Source: an optimization exercise on an open RTL-to-GDS flow (aim: small area). Production flows keep margins and buffers that such runs may drop. The RTL was checked by simulation tests, not by an equivalence proof against the original design. Power figures rest on the tool's default switching activity, not on a simulated workload.

Setup of v28:
Design cpu65xx, start of the top module:
module cpu65xx(clk, enable, reset, nmi_n, irq_n, so_n, din, dout, addr, we, debugOpcode, debugPc, debugA, debugX, debugY, debugS);
Settings: LEC_CHECK=0, ABC_CLOCK_PERIOD_IN_PS=14000, CAP_MARGIN=20, CORE_MARGIN=2, CORE_UTILIZATION=40, SLEW_MARGIN=20; clock period 10.0 ns.
standard.sh (not shown) runs the stock make flow with config.mk's settings and CLKGATE_MAP_FILE= SYNTH_SCRIPT=/design/flow/synth_recipe.tcl, a recipe that flattens the netlist after the stock synthesis.
==> flow/flow/run.sh <==
#!/bin/bash
# Standard ORFS layout (the standard.sh), with two changes:
#  - the port buffers are the smallest buffer (buf_1) instead of the
#    default choice;
#  - clock tree synthesis inserts no dummy loads.
set -euo pipefail
export BUFFER_PORTS_ARGS="-buffer_cell sky130_fd_sc_hd__buf_1"
export CTS_ARGS="-sink_clustering_enable -repair_clock_nets -dont_use_dummy_load"
bash standard.sh > standard.log 2>&1
Edits applied to the flow inputs when going from v28 to v54:
- removing ABC_CLOCK_PERIOD_IN_PS (formerly 14000)
- changing CORE_UTILIZATION from 40 to 55
==> summary.txt <==
- Compared with v28, v54 shows a higher post-route worst setup slack.
- | non-clock buffer count | v54 vs v28 | 5 lower |
- | via count of the routed design | v28 vs v54 | ≈ equal |
- Comparing count of antenna diodes in the layout for v54 and v28, the bigger number came from v54.
- The power of the combinational group was comparable across v54 and v28.
diff inputs: v54 => v31
- an added GPL_TIMING_DRIVEN of 0
==> comparison <==
Area fraction of clock buffers and clock inverters essentially unchanged between v54 and v31. Re combinational power share: v31 is 1.3 points up on v54. Fmax | v31 vs v54 | v31 slower. Between v31 and v54, the cell count is higher for v31. | clock-buffer cell count | v31 vs v54 | ≈ equal |. Diff v54..v31 | power density relative to cell area | negligible.

* * *

Another version of the RTL of cpu65xx (not shown whole).
Size: about 1100 cells after synthesis, roughly 98 flip-flops, about 95 I/O pins.
==> flow/config.mk <==
export PLATFORM = sky130hd
export DESIGN_NAME = cpu65xx
export DESIGN_NICKNAME = cpu65xx
export VERILOG_FILES = /design/flow/design.v
export SDC_FILE = /design/flow/constraint.sdc
export NUM_CORES = 4
export LEC_CHECK = 0
export CAP_MARGIN = 20
export CORE_MARGIN = 2
export CORE_UTILIZATION = 65
export SLEW_MARGIN = 20
==> flow/constraint.sdc <==
create_clock -name core_clock -period 10.0 [get_ports {clk}]
set_input_delay 2.0000 -clock core_clock [delete_from_list [all_inputs] [get_ports {clk}]]
set_output_delay 2.0000 -clock core_clock [all_outputs]
set_load 0.01 [all_outputs]
Scripts as last shown in full above: flow/flow/run.sh
The baseline passed the timing, design-rule and antenna checks.
Rerun with:
CORE_UTILIZATION = 55   (was 65)
=> Utilization is lower by 11 points; worst setup slack degrades by 0.037 ns; via count is lower by 2.0%; fmax goes down by 0.39%; die area rises by 18%; power is about the same; wire length grows by 2.7%; final area went up by 0.61%; synthesized cell count does not change; clock power is about the same.

* * *

wip/amber:
cpu65xx with an RTL version that a note above also has.
For scale: roughly 98 flip-flops.
clock: 10.0 ns
lec_check: 0
cap_margin: 20
core_margin: 2
core_utilization: 40
slew_margin: 20
Scripts as last shown in full above: flow/flow/run.sh
wip/amber went all the way through synthesis, placement and routing and the layout is clean on timing, DRC and antenna.
Input-level comparison between wip/garnet and wip/amber:
--- a/flow/flow/run.sh
+++ b/flow/flow/run.sh
@@ -5 +5,2 @@
-#  - clock tree synthesis inserts no dummy loads.
+#  - clock tree synthesis clusters up to 50 sinks per buffer and inserts
+#    no dummy loads.
@@ -8 +9 @@
-export CTS_ARGS="-sink_clustering_enable -repair_clock_nets -dont_use_dummy_load"
+export CTS_ARGS="-sink_clustering_enable -sink_clustering_size 50 -sink_clustering_max_diameter 300 -repair_clock_nets -dont_use_dummy_load"
Results
Comparing wip/garnet against wip/amber, there is no change at all in number of buffers inserted by post-CTS setup repair.
Re number of antenna violations at the first check in global routing: no difference whatsoever between wip/amber and wip/garnet.
From wip/amber to wip/garnet, maximum buffer depth of the clock tree did not move at all.
wip/amber and wip/garnet ended up with roughly the same final routed wirelength across all metal layers.
wip/amber and wip/garnet ended up with nearly the same internal reg-to-reg setup slack.
Between wip/amber and wip/garnet, the difference in post-CTS resize count is negligible.
wip/amber -> wip/garnet: clock buffer count in the final layout delta 0, exact match
### wip/garnet -> wip/tundra
- ABC_AREA newly set to 1
- CORE_UTILIZATION changed from 40 to 65
--- a/flow/flow/run.sh
+++ b/flow/flow/run.sh
@@ -5,2 +5 @@
-#  - clock tree synthesis clusters up to 50 sinks per buffer and inserts
-#    no dummy loads.
+#  - clock tree synthesis inserts no dummy loads.
@@ -9 +8 @@
-export CTS_ARGS="-sink_clustering_enable -sink_clustering_size 50 -sink_clustering_max_diameter 300 -repair_clock_nets -dont_use_dummy_load"
+export CTS_ARGS="-sink_clustering_enable -repair_clock_nets -dont_use_dummy_load"
## What came out
- Re final worst-path setup slack: wip/tundra is 0.062 ns up on wip/garnet.
- Compared with wip/garnet, in wip/tundra post-route minimum period shows a reduction of 0.062 ns; sequential share of layout area shows no meaningful change; post-placement cell area shows a reduction of about 0.53%; sum of internal, switching and leakage power shows an increase of 41 uW.
- Die boundary width down 34 um in wip/tundra wrt wip/garnet
- Relative area change from synthesis to final layout: wip/tundra vs wip/garnet down 0.97 points
> inputs changed (wip/tundra -> wip/juniper)
- SLEW_MARGIN: 20 -> 5
- ABC_AREA: 1 -> unset
- CORE_UTILIZATION: 65 -> 55
- CAP_MARGIN: 20 -> 5
Compared with wip/tundra, in wip/juniper number of rows created at floorplan +8.9%; met3 layer usage reported by global route lower; layout overhead on the synthesized area moved down; hold slack dropped 0.0087 ns; total of plain and repair buffers excluding clock buffers +16%.
The total wire length in wip/juniper sits 5.6% above the value recorded for wip/tundra.
In wip/juniper relative to wip/tundra, combinational power had gone down by a little under 10%.
Comparing global-route wire length before repair for wip/tundra and wip/juniper, the smaller number came from wip/tundra.
Total power draw in wip/juniper is about 3.3% lower than in wip/tundra
Reported for wip/tundra and wip/juniper, clock-buffer cell count turned out identical to the last digit.
diff inputs: wip/juniper => wip/delta
- CORE_UTILIZATION: 55 -> 40
- ABC_AREA: unset -> 1
- CAP_MARGIN: 5 -> 20
- SLEW_MARGIN: 5 -> 20
--- outcome ---
- Going from wip/juniper to wip/delta, clock input transition at the sequential cells of the worst setup and hold paths grows by 0.03 ns.
- Of the two values seen for commonest non-fill, non-tap cell in the layout, nand2_1 was produced by wip/delta and nor2_1 by wip/juniper.
- Diff wip/delta..wip/juniper | number of buffers created by CTS | unchanged
- wip/delta vs wip/juniper — non-clock buffer count dropped by more than 10%
- Each of the runs, namely wip/juniper and wip/delta, reached the end of the flow and came out clean.
- wip/delta vs wip/juniper on count of placed standard cells in the final layout, fillers left out: wip/delta is the higher one.
- The critical path endpoint comes out debugPc[15] in one run and debugS[7] in the other, namely in wip/delta and wip/juniper respectively.
- wip/juniper → wip/delta: detailed-route vias per instance has decreased; fraction of standard cell area in multi-input logic lower; fraction of area in clock buffers and inverters held steady.
- Critical path depth (wip/delta vs. wip/juniper) increases by a little under 10%

==> what the ideal ports hide <==
How much do the figures lean on ideal ports? The routed layouts below were timed once more, with nothing changed but the port constraints. Step 1: set_driving_cell puts a clkbuf_16 on clk and a buf_2 on each other input, an assumption about the parent block. Step 2 moves the port delays by t, midway between the first and last clock arrival at a register: inputs arrive t later, outputs are due t later. That takes back most of the time a late clock gives input paths. a / b / c = ideal ports / drivers / drivers and shift; a / b = the first two.
run	t, ns	slack for setup (ns)	worst hold slack (ns)	worst setup path at the end	worst data-port slew with drivers (ns)
v28	0.398	0.529 / 0.529 / 0.529	0.470 / 0.470 / 0.470	register to register	0.04
v54	0.389	0.654 / 0.654 / 0.654	0.472 / 0.472 / 0.472	register to register	0.05
v31	0.395	0.371 / 0.371 / 0.371	0.491 / 0.491 / 0.491	register to register	0.03
the first run of note 2	0.400	0.535 / 0.535 / 0.535	0.477 / 0.477 / 0.477	register to register	0.04
the second run of note 2	0.399	0.499 / 0.499 / 0.499	0.500 / 0.500 / 0.500	register to register	0.05
wip/amber	0.398	0.529 / 0.529 / 0.529	0.470 / 0.470 / 0.470	register to register	0.04
wip/garnet	0.398	0.529 / 0.529 / 0.529	0.470 / 0.470 / 0.470	register to register	0.04
wip/tundra	0.400	0.591 / 0.591 / 0.591	0.485 / 0.485 / 0.485	register to register	0.03
wip/juniper	0.390	0.636 / 0.636 / 0.636	0.477 / 0.477 / 0.477	register to register	0.05
wip/delta	0.393	0.888 / 0.888 / 0.888	0.486 / 0.486 / 0.486	register to register	0.05
After both steps every run listed still meets setup and hold.
